What follows belongs to an exercise in optimizing a design on an open flow for small area; a production flow would make more cautious choices. Function was checked by simulation only, so behaviour that the tests miss may differ from the original. Power and IR drop assume default switching activity.

==> design/flow/design.v <==
module clkgen
    #(  parameter CLOCK_FREQ = 20_000_000,   
        parameter f_clk = 17)               
    ( input wire reset, sysclk,              
                output reg clk_div);         
    parameter limit = CLOCK_FREQ/f_clk;
    reg [31:0]counter;
    always @ (posedge sysclk)
    begin
        if (reset == 1'b0)
            begin
                clk_div = 1'b0;
                counter = 0;
            end
        else
        begin   
            if (counter < limit/2-1)
            begin
                clk_div = 0;
                counter = counter + 1;
            end
            else if (counter < limit-1)
            begin
                clk_div = 1;
                counter = counter + 1;
            end
            else if (counter == limit-1)
            begin
                clk_div = 0;
                counter = 0;
            end   
        end
    end
endmodule
module uart2 #(parameter PARITY = 0, parameter STOP_BITS = 1, parameter DATA_LENGTH = 8, BAUD_RATE = 460800, CLOCK_SPEED = 50000000)
            (   input clk, 
					input reset, 
					input rx_pin, 
					input tx_start, 
					input [7:0] tx_data,
               output tx_pin, 
					output tx_busy , 
					output reg [7:0] rx_data, 
					output reg rx_busy);
	parameter HALF_PERIOD = CLOCK_SPEED/BAUD_RATE/2;						
	parameter FULL_PERIOD = 2*HALF_PERIOD;
	parameter PACKET_SIZE = (PARITY + STOP_BITS + DATA_LENGTH + 1); 	 
	reg [1:0]current_state, next_state;
	parameter   idle = 2'b00,
				 tx_mode = 2'b01;
	reg [(PACKET_SIZE-1):0]tx_data_buffer;
	reg tx_pin_buffer;
	reg tx_busy_buffer;
	reg [3:0]tx_shift_counter;
	integer uart_clk;
	always @ (posedge clk or negedge reset) begin: tx_state_memory
	  if (!reset)
			current_state <= idle;
	  else
			current_state <= next_state;
	end
	always @ (current_state or tx_start or clk or tx_shift_counter) begin:tx_next_state_logic
	  case(current_state)
			idle:   
				 if(tx_start == 1'b1) 
					  next_state = tx_mode;
				 else
					  next_state = idle;
			tx_mode:
				 if(tx_shift_counter == (PACKET_SIZE))
					  next_state = idle;
				 else
					  next_state = tx_mode;
			default:
				 next_state = idle;
	  endcase
	end
	always @ (posedge clk) begin: tx_output_logic
		case(current_state)
			idle: begin
					tx_busy_buffer <= 1'b0;
					tx_pin_buffer <= 1'b1;
					tx_shift_counter <= 0;
					uart_clk <= 0;
					if(tx_start == 1'b1)
						tx_data_buffer <= { 1'b1, tx_data, 1'b0};     
				end
			tx_mode: begin
					tx_busy_buffer <= 1'b1;
					tx_pin_buffer <= tx_data_buffer[0];
					if (uart_clk == FULL_PERIOD - 1) 
						begin
							tx_data_buffer <= {1'b1, tx_data_buffer[9:1]};
							tx_shift_counter <= tx_shift_counter + 1;
							uart_clk <= 0;
						end
					else
						uart_clk <= uart_clk + 1;
				end
		endcase
	end
	assign tx_pin = tx_pin_buffer;
	assign tx_busy = tx_busy_buffer;
	reg [1:0] rx_current_state, rx_next_state;
	parameter   rx_idle = 2'b00,
				 rx_mode = 2'b10,
				 rx_end = 2'b11;
	reg [9:0]rx_data_buffer;
	integer rx_shift_counter;
	integer rx_clk_counter;
	always @ (posedge clk or negedge reset) begin: rx_state_memory
	  if (!reset)
			rx_current_state <= rx_idle;
	  else
			rx_current_state <= rx_next_state;
	end	
	always @ (rx_current_state or rx_pin or rx_shift_counter or clk or rx_clk_counter) begin:rx_next_state_logic
		case(rx_current_state)
			rx_idle: begin
				if(rx_pin == 1'b0) 
					rx_next_state <= rx_mode;
				else
					rx_next_state <= rx_idle;
			end
			rx_mode: begin
				if (rx_shift_counter == PACKET_SIZE)
					rx_next_state <= rx_end;
				else
					rx_next_state <= rx_mode;
			end
			rx_end: begin
				rx_next_state <= rx_idle;
			end
			default: begin
				rx_next_state <= rx_idle;
			end
		endcase
	end
	always @(posedge clk) begin : rx_output_logic
		case(rx_current_state)
			idle: begin
				rx_shift_counter <= 0;
				rx_clk_counter <= 0;
				rx_data_buffer <= 10'b0000000000;
				rx_busy <= 1'b0;
			end
			rx_mode: begin
				rx_busy <= 1'b1;
				rx_clk_counter <= rx_clk_counter + 1;
				if((rx_shift_counter == 0) && (rx_clk_counter == HALF_PERIOD)) begin
					rx_data_buffer <= {9'b000000000, rx_pin};
					rx_clk_counter <= 0;
					rx_shift_counter <= 1;
				end else if((rx_shift_counter <= PACKET_SIZE) && (rx_clk_counter == FULL_PERIOD)) begin
					rx_data_buffer[rx_shift_counter] <= rx_pin;
					rx_shift_counter <= rx_shift_counter + 1;
					rx_clk_counter <= 0;
				end else begin
					rx_data_buffer <= rx_data_buffer;
					rx_shift_counter <= rx_shift_counter;
				end
			end
			rx_end: begin
				rx_busy <= 1'b1;
				rx_shift_counter <= 0;
				rx_clk_counter <= 0;
				if((rx_data_buffer[0] == 1'b0) && (rx_data_buffer[9] == 1'b1))
					rx_data <= rx_data_buffer[8:1];
			end
		endcase
	end
endmodule
module top( input clk,
				input reset,
				input rx_in,
				output blinker,
            output tx_pin);			
    wire tx_clk_rst;
	 wire sys_rst;
    wire uart_busy_signal;
	 wire [7:0] tmp_rx_data;
	 wire tmp_rx_busy;
	 reg one_shot1, one_shot2;
	 wire begin_tx;
	 reg really_start;
	 reg [7:0] return_data;
    clkgen #(.CLOCK_FREQ(50000000), .f_clk(9600)) u1(sys_rst, clk, sys_clk);
    clkgen #(.CLOCK_FREQ(50000000), .f_clk(25)) u2(tx_clk_rst, clk, sys_clk2);
	 clkgen #(.CLOCK_FREQ(50000000), .f_clk(2)) u3(sys_rst, clk, sys_clk3);
    assign tx_clk_rst = (sys_rst & ~uart_busy_signal);
    assign sys_rst = reset;
	 assign blinker = sys_clk3;
    uart2 test_uart(    
        .clk(clk),
        .reset(sys_rst),
        .rx_pin(rx_in),
        .tx_start(really_start),
        .tx_data(return_data),
        .tx_pin(tx_pin), 
        .rx_data(tmp_rx_data), 
        .rx_busy(tmp_rx_busy),
        .tx_busy(uart_busy_signal));
	always @ (posedge clk) begin
		if(!reset) begin
			one_shot1 <= 1'b0;
		end else begin
			one_shot1 <= tmp_rx_busy;
		end
	end
	assign begin_tx = ~tmp_rx_busy & one_shot1;
	always @ (posedge clk) begin
		if (begin_tx == 1) begin
			return_data <= tmp_rx_data + 1;
			really_start <= 1'b1;
		 end else begin
			really_start <= 1'b0;
		end
	end
endmodule
==> design/flow/run.sh <==
#!/bin/bash
# synth_recipe.tcl (not shown) runs the flow's synth.tcl, then flattens the netlist and writes it again
# the make line also repeats each setting of config.mk as NAME=value (left out here)
make -C /OpenROAD-flow-scripts/flow DESIGN_CONFIG=/design/flow/config.mk WORK_HOME=/design/flow/orfs CLKGATE_MAP_FILE= SYNTH_SCRIPT=/design/flow/synth_recipe.tcl finish
==> design/flow/config.mk <==
export PLATFORM = sky130hd
export DESIGN_NAME = top
export DESIGN_NICKNAME = top
export VERILOG_FILES = /design/flow/design.v
export SDC_FILE = /design/flow/constraint.sdc
export NUM_CORES = 4
export LEC_CHECK = 0
export CAP_MARGIN = 20
export CORE_MARGIN = 2
export CORE_UTILIZATION = 40
export SLEW_MARGIN = 20
==> design/flow/constraint.sdc <==
create_clock -name core_clock -period 20.0 [get_ports {clk}]
set_input_delay 4.0000 -clock core_clock [delete_from_list [all_inputs] [get_ports {clk}]]
set_output_delay 4.0000 -clock core_clock [all_outputs]
set_load 0.01 [all_outputs]
==> impl_results.md, run 1 <==
- Sw Pwr: 0.000239 W
- Antenna violations before repair: 0
- GRT Total Usage: 0.158
- Clk_skew: 0.0126 ns
- Final setup violation count: 0
- First-pass GRT wire length: 33,900 µm
- Sw Ratio: 0.272
- Yosys reg bits: 175
- Area after DPL: 10,000 µm²
- Area contributors post-synth: edfxtp_1 (32%), dfxtp_1 (14%), nor2_1 (6.4%), xnor2_1 (5.3%), xor2_1 (5.0%)
- Pre-CTS WS: 14.63 ns
- Antenna cells: 0
- Post-CTS Hold Fix Bufs: 0
- ANT nets after route: 0
- Clock latency (worst-skew pair): 0.44 ns
- Yosys warning count: 8
- Crit-path cells: clkdlybuf4s50_1
- H-tree levels: 4
- Die Width: 160 µm
- Die Area: 25,500 µm²
- Hold Path Sink: test_uart.tx_pin_buffer$_SDFF_PN1_
- RSZ-0062 raised after global routing: no
- CTS tree: built
- Setup ws final: 14.70 ns
- Synth cell types: 64
- DRC Markers: 0
- Crit path capture type: output port
- CP bufs+invs: 1
- Final Cell Area: 10,600 µm²
- IO Port Bufs: 4
- Hold Crit Depth: 1
- Routed WL: 19,500 µm
- Primary FF master, synth: edfxtp_1
- Fin crit share: 0.265
- Setup tns final: 0 ns
- Max incr delay on CP: 0.53 ns
- Via count: 7,332
- Vias in the first global route: 6,774
- Critical path's slowest cell: clkdlybuf4s50_1
- R2R Setup Slk: 15.38 ns
- Pwr dens: 83.2 nW/µm²
- CP arrival: 1.30 ns
- CTS resizes: 0
- Achievable frequency: 189 MHz
- Worst VDD drop: 0.0482 mV
- Clock sinks: 175
- Final Max Slew Viols: 0
- Area leader, netlist: edfxtp_1
- CTS Buf Count: 17
- Crit path max-delay family: buffers and inverters
- # rows: 57
- Final Hold Vio Count: 0
- Most numerous cell in the Yosys netlist: nor2_1
- Clock transition at path regs: 0.07 ns
- Yosys top cell area share: 0.322
- Number of max-cap violations: 0
- Async S/R FF share, synth: 0.0171
- Clock Power Share: 0.375
- Worst R2R End: test_uart.rx_data_buffer[9]$_SDFFCE_PP0P_
- Root buffer cell: clkbuf_16
- Via density: 5.41
- Synthesis-to-layout area growth: 9.14%
- Share of power burned in registers: 0.512
- Fillers: 2,384
- Initial Util: 0.404
- Post-synthesis cell area: 9710 µm²
- Crit-path max FO: 2
- Placer Congestion: 0.902
- IO Pins: 5
- Core area: 24,000 µm²
- Number of enable flip-flop cells after synthesis: 104
- Worst R2R Start: test_uart.rx_shift_counter[0]$_SDFFCE_PP0P_
- Layout cells sized above 1: 0.0669
- Largest net degree at the start of global routing: 37
- Worst reg-to-reg path cell count: 11
- Die height: 160 µm
- Slew @ Worst Pin: 1.05 ns
- Wirelength per Cell: 14.4 µm
- Worst Hold Class: register to register
- Final Core Density: 0.441
- Worst Min Path Start: test_uart.tx_data_buffer[0]$_SDFFCE_PN0P_
- Post-synth top cells: nor2_1 (165), edfxtp_1 (104), nand2_1 (83), dfxtp_1 (68), xnor2_1 (59)
- Relative slew slack: 0.293
- CP Class: register to output port
- Tmin final: 5.30 ns
- Post-CTS Setup Bufs: 0
- Synth Instances: 1,040
- Seq/Total Area, Yosys: 0.470
- Power Internal: 0.000642 W
- Drt initial violations: 495
- Overflow after GRT: 0
- Worst endpoint required time: 16.00 ns
- Leakage: 3.77 nW
- Combinational share of power: 0.114
- Mean Syn Cell Area: 9.33 µm²
- Final HPWL from detailed placement: 13,100 µm
- Pre-Repair DR Iteration Count: 8
- Hold Slack: 0.429 ns
- CTS Buffer Depth: 2
- Mapped Nets: 1,058
- Status: finished clean
- Nets: 1,037
- Crit start category: register
-- cell families (layout without fill, tap and decap cells) --
family,after synthesis,in the layout,share of synthesized area
adder cells (fa/ha/maj),15,15,0.0193
XOR/XNOR,114,114,0.103
AO/OA/AOI/OAI,95,95,0.0686
multiplexers,26,26,0.0286
buffers and inverters,80,72,0.0318
flip-flops,175,175,0.470
AND/OR/NAND/NOR,535,535,0.279
-- flip-flops by register name, summed over array words and instances, names as in the netlist --
register,flops
test_uart.rx_data_buffer,10
return_data,8
really_start,1
u3.counter,32
test_uart.uart_clk,32
test_uart.current_state,1
u3.clk_div,1
test_uart.rx_data,8
test_uart.tx_shift_counter,4
test_uart.tx_pin_buffer,1
test_uart.rx_clk_counter,32
test_uart.tx_data_buffer,9
test_uart.rx_shift_counter,32
one_shot1,1
test_uart.rx_current_state,2
test_uart.rx_busy,1
-- metrics by stage --
stage	std cells	total power, W
after floorplan	1040	0.000532
after global placement	1324	0.000558
after detailed placement	1324	0.000561
after CTS	1356	0.000891
after global routing	1356	0.000925
final	1356	0.000881
-- layout by cell type, fill, tap and decap left out, drive strengths merged, types with 15 or more instances in the layout --
cell	instances
xor2	55
ha	15
nor3	31
nand3	57
a21oi	18
nor2	165
nand2	83
and3	32
mux2i	15
xnor2	59
nor4	33
nand4	35
dfxtp	68
or3	15
edfxtp	104
and2	16
clkbuf	20
o21ai	21
inv	34
-- worst max path at each step --
stage / from / to / slack [ns] / cells past startpoint
after floorplan: reset / u3.counter[10]$_SDFFE_PN0P_ / 15.20 / 4
after global placement: reset / u3.clk_div$_SDFFE_PP0P_ / 14.66 / 4
after detailed placement: reset / u3.clk_div$_SDFFE_PP0P_ / 14.63 / 4
after CTS: u3.clk_div$_SDFFE_PP0P_ / blinker / 14.67 / 1
after global routing: u3.clk_div$_SDFFE_PP0P_ / blinker / 14.66 / 1
final: u3.clk_div$_SDFFE_PP0P_ / blinker / 14.70 / 1
-- final cells by class --
class / instances / area [µm²] / share of cell area
sequential: 175 / 4560 / 0.430
multi-input combinational: 785 / 4850 / 0.458
clock inverter: 12 / 124 / 0.0117
tap: 324 / 405 / 0.0383
clock buffer: 20 / 447 / 0.0422
timing repair buffer: 12 / 100 / 0.00945
inverter: 28 / 105 / 0.00992
-- power by group through the flow --
| stage | combinational (W) | clock [W] | sequential (W) |
|---|---|---|---|
| 2_1_floorplan | 0.0000895 | 0 | 0.000443 |
| 3_3_place_gp | 0.0000998 | 0 | 0.000459 |
| 3_5_place_dp | 0.000102 | 0 | 0.000459 |
| 4_1_cts | 0.000102 | 0.000338 | 0.000451 |
| 5_1_grt | 0.000115 | 0.000353 | 0.000456 |
| 6_report | 0.000100 | 0.000330 | 0.000451 |
-- layer usage --
layer | wire [µm] | vias to the layer above | GRT usage
li1 | - | 3700 | -
met1 | 10100 | 3493 | 0.232
met2 | 8620 | 120 | 0.237
met3 | 651 | 19 | 0.0317
met4 | 207 | 0 | 0.0434
met5 | 0 | - | 0
==> run 2: changes to the inputs <==
==> design/flow/design.v (replaced) <==
module clkgen
    ( input wire reset, sysclk,
      output reg clk_div);
    reg [23:0] q;
    wire term = (q == 24'h398681);
    wire clr  = ~reset | term;
    always @(posedge sysclk) begin
        q       <= clr ? 24'd0 : {~q[22:0], q[23] ^ q[18]};
        clk_div <= reset & (clk_div ^ term);
    end
endmodule
module uart2
    (   input  clk,
        input  reset,
        input  rx_pin,
        output tx_pin);
    reg [3:0] ri;
    reg [6:0] rt;
    reg [9:0] sr;
    reg [7:0] rx_data;
    wire r_idle = (ri[3] & ri[2]);
    wire r_tail = (ri[3] & ri[1]);
    wire r_end  = (ri[3] & ri[1] & ri[0]);
    wire rtick  = rt[0] & ~rt[1] & ~rt[3] & rt[4] & ~rt[5];
    always @(posedge clk) begin
        if (r_idle)
            rt <= 7'b0101000;             
        else if (rtick)
            rt <= 7'b0001000;             
        else
            rt <= {~rt[5:0], rt[6] ^ rt[3]};
        if (rtick)
            sr <= {rx_pin, sr[9:1]};
        if (!reset)
            ri <= 4'd12;
        else if (r_idle)
            ri <= rx_pin ? 4'd12 : 4'd0;
        else if (rtick | r_tail)
            ri <= ri + 4'd1;
        if (reset & r_end & ~sr[0] & sr[9])
            rx_data <= sr[8:1];
    end
    reg [3:0] ti;
    reg [6:0] tt;
    reg carry;
    wire t_idle = (ti == 4'd1);
    wire t_stop = (ti == 4'd0);
    wire ttick  = tt[0] & ~tt[1] & tt[2] & tt[4] & tt[6];
    wire t_atA  = ~tt[1] & ~tt[3] & ~tt[4] & ~tt[5] & ~tt[6];
    wire dbit   = rx_data[ti[2:0]];
    always @(posedge clk) begin
        if (t_idle)
            tt <= 7'b0000100;             
        else if (ttick)
            tt <= 7'b1010100;             
        else
            tt <= {~tt[5:0], ~(tt[6] ^ tt[5])};
        if (!reset)
            ti <= 4'd1;
        else if (t_idle)
            ti <= r_end ? 4'd6 : 4'd1;
        else if (ttick | (t_stop & t_atA))
            ti <= ti + 4'd1;
        if (ti == 4'd7)
            carry <= 1'b1;
        else if (ti[3] & ttick)
            carry <= carry & dbit;
    end
    assign tx_pin = (ti == 4'd7) ? 1'b0 : (ti[3] ? (dbit ^ carry) : 1'b1);
endmodule
module top( input clk,
            input reset,
            input rx_in,
            output blinker,
            output tx_pin);
    clkgen u3(.reset(reset), .sysclk(clk), .clk_div(blinker));
    uart2 u_uart(.clk(clk), .reset(reset), .rx_pin(rx_in), .tx_pin(tx_pin));
endmodule
==> run 2 against run 1 <==
Against the previous run:
- still clean on timing, DRC and antenna
- sequential power shrank 66%
- register-to-register slack gained 2.6 ns
- die area fell by 75%
- power down 66%
- count of clock-buffer cells in the layout shrank 9
- clock skew down 0.0049 ns
- sequential share of layout area rose by 14 points
- fmax decreased by 18%
- wire length decreased by 82%
- critical endpoint is now tx_pin
==> impl_results.md, run 2 <==
- Status: finished clean
- Wirelength per Cell: 12.3 µm
- Crit path capture type: output port
- Tmin final: 6.45 ns
- Synthesis-to-layout area growth: 14.6%
- Final HPWL from detailed placement: 2320 µm
- Pre-Repair DR Iteration Count: 4
- Most numerous cell in the Yosys netlist: dfxtp_1
- Largest net degree at the start of global routing: 22
- Vias in the first global route: 1,330
- Clock latency (worst-skew pair): 0.33 ns
- Commonest non-fill, non-tap cell in the layout: dfxtp_1
- Post-CTS Setup Bufs: 0
- GRT Total Usage: 0.130
- Antenna cells: 0
- CP Class: register to output port
- Max reg flops: 24
- Layout cells sized above 1: 0.101
- Biggest register: u3.q
- Synth cell types: 39
- Yosys reg bits: 66
- R2R Setup Slk: 17.98 ns
- Pwr dens: 115 nW/µm²
- Worst Min Path Start: u_uart.rt[4]$_SDFF_PP0_
- Async S/R FF share, synth: 0
- Post-CTS Hold Fix Bufs: 0
- Critical path's slowest cell: clkdlybuf4s50_1
- RSZ-0062 raised after global routing: no
- Area contributors post-synth: dfxtp_1 (42%), edfxtp_1 (24%), nor2_1 (5.7%), ha_1 (2.7%), nand2_1 (2.1%)
- IO Port Bufs: 4
- First-pass GRT wire length: 6040 µm
- Final setup violation count: 0
- Fin crit share: 0.323
- Setup tns final: 0 ns
- Achievable frequency: 155 MHz
- Setup ws final: 13.55 ns
- Regs by FF count: u3.q (24), u_uart.sr (10), u_uart.rx_data (8)
- Worst reg-to-reg path cell count: 3
- CTS Buffer Depth: 2
- Crit path depth: 7
- Hold Path Sink: u_uart.rt[5]$_SDFF_PP1_
- Via density: 4.89
- Critical path startpoint: u_uart.ti[0]$_SDFFE_PN1P_
- Post-synth top cells: dfxtp_1 (48), nor2_1 (35), edfxtp_1 (18), nand2_1 (13)
- Die Area: 6370 µm²
- DRC Markers: 0
- Yosys top cell area share: 0.418
- Worst endpoint required time: 16.00 ns
- Post-synthesis cell area: 2300 µm²
- ANT nets after route: 0
- Initial Util: 0.415
- Root buffer cell: clkbuf_8
- Clock sinks: 66
- IO Pins: 5
- Max incr delay on CP: 0.55 ns
- Clk_skew: 0.00769 ns
- Number of max-cap violations: 0
- CP arrival: 2.45 ns
- Seq/Total Area, Yosys: 0.653
- Nets: 210
- Slew @ Worst Pin: 1.03 ns
- Worst R2R End: u3.q[9]$_SDFF_PP0_
- Crit start category: register
- H-tree levels: 3
- Clock transition at path regs: 0.07 ns
- Drt initial violations: 58
- Die height: 79.8 µm
- Worst VDD drop: 0.0664 mV
- Worst Hold Class: register to register
- Final Max Slew Viols: 0
- Routed WL: 3440 µm
- Total power: 0.000302 W
- Crit path max-delay family: buffers and inverters
- Yosys warning count: 2
- Relative slew slack: 0.311
- CTS Buf Count: 9
- Commonest non-fill, non-tap cells in the layout: dfxtp_1 (48), nor2_1 (35), edfxtp_1 (18), nand2_1 (13), clkbuf_8 (10)
- Overflow after GRT: 0
- CP bufs+invs: 2
- Synth Instances: 193
- Mean Syn Cell Area: 11.9 µm²
- Worst R2R Start: u3.q[23]$_SDFF_PP0_
- Leakage: 0.995 nW
- Die Width: 79.8 µm
- Via count: 1,363
- CTS tree: built
- Antenna violations before repair: 0
- Number of enable flip-flop cells after synthesis: 18
- CP dominant cell by count: nand2_1
- Fillers: 490
- Crit-path max FO: 7
- Pre-CTS WS: 13.87 ns
- Area leader, netlist: dfxtp_1
- CTS resizes: 0
- Mapped Nets: 201
- # rows: 27
- Crit-path cells: mux4_2, nand2_1, nand2_1, ha_1, inv_1, a21oi_1, clkdlybuf4s50_1
- Hold Crit Depth: 1
- Placer Congestion: 0.726
- Core area: 5540 µm²
- Primary FF master, synth: dfxtp_1
- Final Hold Vio Count: 0
==> run 2: changes by cell type in the layout (fill, tap and decap cells not counted), moves of 32 or more <==
cell	previous run	this run
and3_1	32	0
edfxtp_1	104	18
nand2_1	82	13
nand3_1	57	1
nor2_1	164	35
xnor2_1	59	2
xor2_1	55	1
==> run 2: cell type report <==
type                    instances  area [µm²]  area share
clock inverters                 5        81.3      0.0309
multi-input cells             114         733       0.278
flip-flops and latches         66        1500       0.570
clock buffers                  11         163      0.0617
repair buffers                  4        40.0      0.0152
inverters                       7        26.3     0.00997
well taps                      72        90.1      0.0342
==> run 2: how the worst max path moves through the flow <==
stage,end,slack [ns]
after CTS,tx_pin,13.51
after floorplan,tx_pin,14.42
after global routing,tx_pin,13.37
final,tx_pin,13.55
after detailed placement,u_uart.rx_data[5]$_DFFE_PP_,13.87
after global placement,tx_pin,13.94
==> run 2: kinds of logic after synthesis <==
family,count (synthesis),synth area share
simple gates,77,0.169
flops,66,0.653
compound gates,25,0.0832
buf+inv,13,0.0283
fa+ha+maj,5,0.0272
mux,4,0.0283
xor+xnor,3,0.0114
==> run 2: through the flow <==
| step | utilization | instance area [µm²] | instances | hold WS (ns) |
|---|---|---|---|---|
| 2_1_floorplan | - | 2300 | 193 | 0.354 |
| 3_3_place_gp | 0.432 | 2390 | 263 | 0.362 |
| 3_5_place_dp | 0.432 | 2390 | 263 | 0.379 |
| 4_1_cts | 0.476 | 2640 | 279 | 0.390 |
| 5_1_grt | 0.476 | 2640 | 279 | 0.422 |
| 6_report | 0.476 | 2640 | 279 | 0.387 |
==> run 2: worst register-to-register path: cells and delay by family (launching register included) <==
kind / cells / cell delay, ns
compound gates: 1 / 0.88
simple gates: 2 / 0.66
flops: 1 / 0.33
==> run 2: metal layers <==
metal	up-vias	global-route usage	share of wire
met3	6	0.0509	0.047
met2	30	0.176	0.42
met1	623	0.169	0.51
met4	0	0.0864	0.022
met5	-	0	0
li1	704	-	-
==> run 2: report_power, final <==
group	total, W	internal (W)	switching (W)	leakage (nW)
registers	0.000153	0.000146	0.00000734	0.559
clock network	0.000131	0.0000815	0.0000495	0.126
logic	0.0000178	0.00000829	0.00000953	0.311
total	0.000302	0.000235	0.0000664	0.995
==> run 3: changes to the inputs <==
--- a/design/flow/design.v
+++ b/design/flow/design.v
@@ -1,11 +1,25 @@
 module clkgen
     ( input wire reset, sysclk,
       output reg clk_div);
-    reg [23:0] q;
-    wire term = (q == 24'h398681);
+    localparam [23:0] UNG  = 24'h955292;
+    localparam [23:0] TERM = 24'h004010;    
+    reg  [23:0] q;
+    wire term = (q == TERM);
     wire clr  = ~reset | term;
+    wire [23:0] d;
+    assign d[0] = ~(clr | (q[23] ^ q[18]));
+    genvar i;
+    generate
+        for (i = 1; i < 24; i = i + 1) begin : stage
+            if (UNG[i]) begin : copy
+                assign d[i] = q[i-1];
+            end else begin : inv
+                assign d[i] = ~(clr | q[i-1]);
+            end
+        end
+    endgenerate
     always @(posedge sysclk) begin
-        q       <= clr ? 24'd0 : {~q[22:0], q[23] ^ q[18]};
+        q       <= d;
         clk_div <= reset & (clk_div ^ term);
     end
 endmodule
@@ -16,11 +30,12 @@
         output tx_pin);
     reg [3:0] ri;
     reg [6:0] rt;
-    reg [9:0] sr;
+    reg [8:0] sr;     
     reg [7:0] rx_data;
     wire r_idle = (ri[3] & ri[2]);
     wire r_tail = (ri[3] & ri[1]);
     wire r_end  = (ri[3] & ri[1] & ri[0]);
+    wire r_w9   = (ri[3] & ~ri[1] & ri[0]);
     wire rtick  = rt[0] & ~rt[1] & ~rt[3] & rt[4] & ~rt[5];
     always @(posedge clk) begin
         if (r_idle)
@@ -29,15 +44,17 @@
             rt <= 7'b0001000;             
         else
             rt <= {~rt[5:0], rt[6] ^ rt[3]};
-        if (rtick)
-            sr <= {rx_pin, sr[9:1]};
+        if (rtick & ~r_w9)
+            sr <= {rx_pin, sr[8:1]};
+        else if (rtick)
+            sr[0] <= sr[0] | ~rx_pin;
         if (!reset)
             ri <= 4'd12;
         else if (r_idle)
             ri <= rx_pin ? 4'd12 : 4'd0;
         else if (rtick | r_tail)
             ri <= ri + 4'd1;
-        if (reset & r_end & ~sr[0] & sr[9])
+        if (reset & r_end & ~sr[0])
             rx_data <= sr[8:1];
     end
     reg [3:0] ti;
==> run 3 against run 2 <==
Against the previous run:
- design area fell by 3.8%
- sequential power barely moved
- via count fell by 4.0%
- non-clock buffer count did not move
- count of clock-buffer cells in the layout fell by 1
- first-iteration DRC count rose by 43%
- die area fell by 2.6%
- fmax fell by 2.1%
- sequential share of layout area rose by 1.1 points
- power fell by 5.2%
- largest cell class unchanged
- register-to-register slack improved by 0.19 ns
- hold slack got worse by 0.034 ns
==> impl_results.md, run 3 <==
- Crit start category: register
- CTS resizes: 0
- # rows: 27
- Worst R2R Start: u_uart.rt[3]$_SDFF_PP1_
- Relative slew slack: 0.336
- Synth cell types: 42
- GRT Total Usage: 0.122
- Setup tns final: 0 ns
- Largest net degree at the start of global routing: 14
- Worst reg-to-reg path cell count: 4
- Placer Congestion: 0.787
- Wirelength per Cell: 12.3 µm
- Max reg flops: 24
- Layout cells sized above 1: 0.137
- Vias in the first global route: 1,304
- Critical path's slowest cell: mux4_2
- Setup ws final: 13.41 ns
- Number of enable flip-flop cells after synthesis: 17
- Area leader, netlist: dfxtp_1
- Antenna violations before repair: 0
- Synth Instances: 181
- Adder-cell share of the synthesized area: 0.0280
- Share of power burned in registers: 0.539
- Clock latency (worst-skew pair): 0.34 ns
- CTS tree: built
- Yosys top cell area share: 0.430
- Final Hold Vio Count: 0
- Crit-path cells: mux4_2, mux2_2, ha_1, mux2_2, clkdlybuf4s50_1
- Post-CTS Setup Bufs: 0
- Primary FF master, synth: dfxtp_1
- RSZ-0062 raised after global routing: no
- CP dominant cell by count: mux2_2
- Nets: 200
- Yosys reg bits: 65
- Final setup violation count: 0
- Antenna cells: 0
- Critical path startpoint: u_uart.ti[0]$_SDFFE_PN1P_
- Crit-path max FO: 6
- Via count: 1,309
- Via density: 4.87
- Die Width: 78.8 µm
- Worst endpoint required time: 16.00 ns
- Hold Crit Depth: 0
- Crit path capture type: output port
- Overflow after GRT: 0
- First-pass GRT wire length: 5710 µm
- Tmin final: 6.59 ns
- Status: finished clean
- Final Max Slew Viols: 0
- IO Pins: 5
- Root buffer cell: clkbuf_8
- Max incr delay on CP: 0.53 ns
- Most numerous cell in the Yosys netlist: dfxtp_1
- Achievable frequency: 152 MHz
- XOR/XNOR Fraction of Synth Area: 0.0157
- Post-synth top cells: dfxtp_1 (48), nor2_1 (25), edfxtp_1 (17), a21oi_1 (10), nand2_1 (10)
- Post-Synth Simple-Gate Area: 0.151
- Post-CTS Hold Fix Bufs: 0
- Worst Hold Class: register to register
- CP arrival: 2.59 ns
- Seq/Total Area, Yosys: 0.658
- ANT nets after route: 0
- Post-synthesis compound-gate area fraction: 0.0711
- Mapped Nets: 189
- CP Class: register to output port
- Synthesis-to-layout area growth: 13.4%
- CTS Buf Count: 9
- Worst VDD drop: 0.0468 mV
- Mean Syn Cell Area: 12.4 µm²
- CTS Buffer Depth: 2
- Yosys warning count: 2
- Core area: 5440 µm²
- Clk_skew: 0.00759 ns
- Regs by FF count: u3.q (24), u_uart.sr (9), u_uart.rx_data (8)
- Area contributors post-synth: dfxtp_1 (43%), edfxtp_1 (23%), nor2_1 (4.2%), ha_1 (2.8%), a21oi_1 (2.2%)
- Commonest non-fill, non-tap cells in the layout: dfxtp_1 (48), nor2_1 (25), edfxtp_1 (17), nand2_1 (10), a21oi_1 (10)
- Fin crit share: 0.330
- Slew @ Worst Pin: 0.988 ns
- Final HPWL from detailed placement: 2270 µm
- Number of max-cap violations: 0
- Worst Min Path Start: u3.q[22]$_DFF_P_
- Initial Util: 0.411
- Mux cell area share after synthesis: 0.0532
- Main combinational cell family by area after synthesis: simple AND/OR/NAND/NOR gates
- Commonest non-fill, non-tap cell in the layout: dfxtp_1
- Die height: 78.8 µm
- Die Area: 6200 µm²
- Pwr dens: 113 nW/µm²
- Routed WL: 3310 µm
- Async S/R FF share, synth: 0
- Final Core Density: 0.466
- Pre-Repair DR Iteration Count: 4
- Combinational share of power: 0.093
- H-tree levels: 3
- Pre-CTS WS: 13.76 ns
- Sw Pwr: 0.0000740 W
- DRC Markers: 0
- Sw Ratio: 0.259
- Clock Power Share: 0.369
- Clock transition at path regs: 0.08 ns
- IO Port Bufs: 4
- Biggest register: u3.q
- Clock sinks: 65
- Post-synthesis cell area: 2240 µm²
- Power Internal: 0.000212 W
- Leakage: 0.948 nW
- Drt initial violations: 83
==> run 3: critical path, delay by kind of cell (launching register included) <==
kind                     cells  cell delay, ns
buffers and inverters        1            0.47
multiplexers                 3            1.07
adder cells (fa/ha/maj)      1            0.26
flip-flops                   1            0.46
==> run 3: cell families after synthesis <==
family,Yosys count
mux,9
fa+ha+maj,5
simple gates,62
compound gates,26
xor+xnor,4
flops,65
buf+inv,10
==> run 3: layout make-up <==
cell class / count / area [µm²]
Timing Repair Buffer: 4 / 40.0
Sequential cell: 65 / 1470
Clock buffer: 10 / 149
Multi-Input combinational cell: 106 / 712
Inverter: 6 / 22.5
Clock inverter: 6 / 50.0
Tap cell: 72 / 90.1
Fill cell: 488 / 2900
==> run 3: layer usage <==
| layer | global-route usage | up-vias | part of all wire |
|---|---|---|---|
| met2 | 0.178 | 14 | 0.45 |
| li1 | - | 668 | - |
| met5 | 0 | - | 0 |
| met1 | 0.151 | 619 | 0.50 |
| met4 | 0.0947 | 0 | 0.025 |
| met3 | 0.0375 | 8 | 0.029 |
==> run 3: path summary, 6_finish.rpt <==
| check | to | slack (ns) |
|---|---|---|
| setup / recovery | tx_pin | 13.41 |
| setup reg to reg | u_uart.sr[0]$_DFFE_PP_ | 18.17 |
| hold / removal | u3.q[23]$_DFF_P_ | 0.35 |
| hold reg to reg | u3.q[23]$_DFF_P_ | 0.35 |
==> run 3: power by group through the flow <==
stage	logic, W	clock network (W)	registers [W]
6_report	0.0000265	0.000105	0.000154
5_1_grt	0.0000302	0.000114	0.000156
3_5_place_dp	0.0000264	0	0.000157
4_1_cts	0.0000268	0.000109	0.000154
3_3_place_gp	0.0000262	0	0.000156
2_1_floorplan	0.0000221	0	0.000155
==> run 3: metrics by stage <==
step                cell area (µm²)  hold WS, ns  power, W  std cells
floorplan                      2240        0.331  0.000177        181
global placement               2340        0.338  0.000183        253
detailed placement             2340        0.339  0.000184        253
CTS                            2530        0.353  0.000290        269
global route                   2530        0.361  0.000300        269
finish                         2530        0.353  0.000286        269

[afterwards: timing with drivers on the ports]
Ports are ideal in the flow. The routed layouts listed here were re-timed in OpenROAD. Step 1 sets driving cells, clkbuf_16 on the clock port and buf_2 on the other inputs (assumed; they add their load-dependent delay and slew). Step 2, shift: input delay + t, output delay - t, t = (earliest + latest rising clock arrival at the registers) / 2. This alone moves slack from input paths to output paths. Slacks: ideal / step 1 / step 2; pairs: ideal / step 1.
run	t, ns	slack for setup (ns)	slew at the worst register clock pin (ns)
run 1	0.471	14.700 / 14.659 / 14.636	0.08 / 0.08
run 2	0.357	13.550 / 13.523 / 13.875	0.07 / 0.07
run 3	0.361	13.409 / 13.382 / 13.743	0.08 / 0.08
After both steps setup and hold are still met in every run listed. For run 1, which loses most, drivers alone change the setup slack by -0.041 ns; drivers and shift together by -0.064 ns.
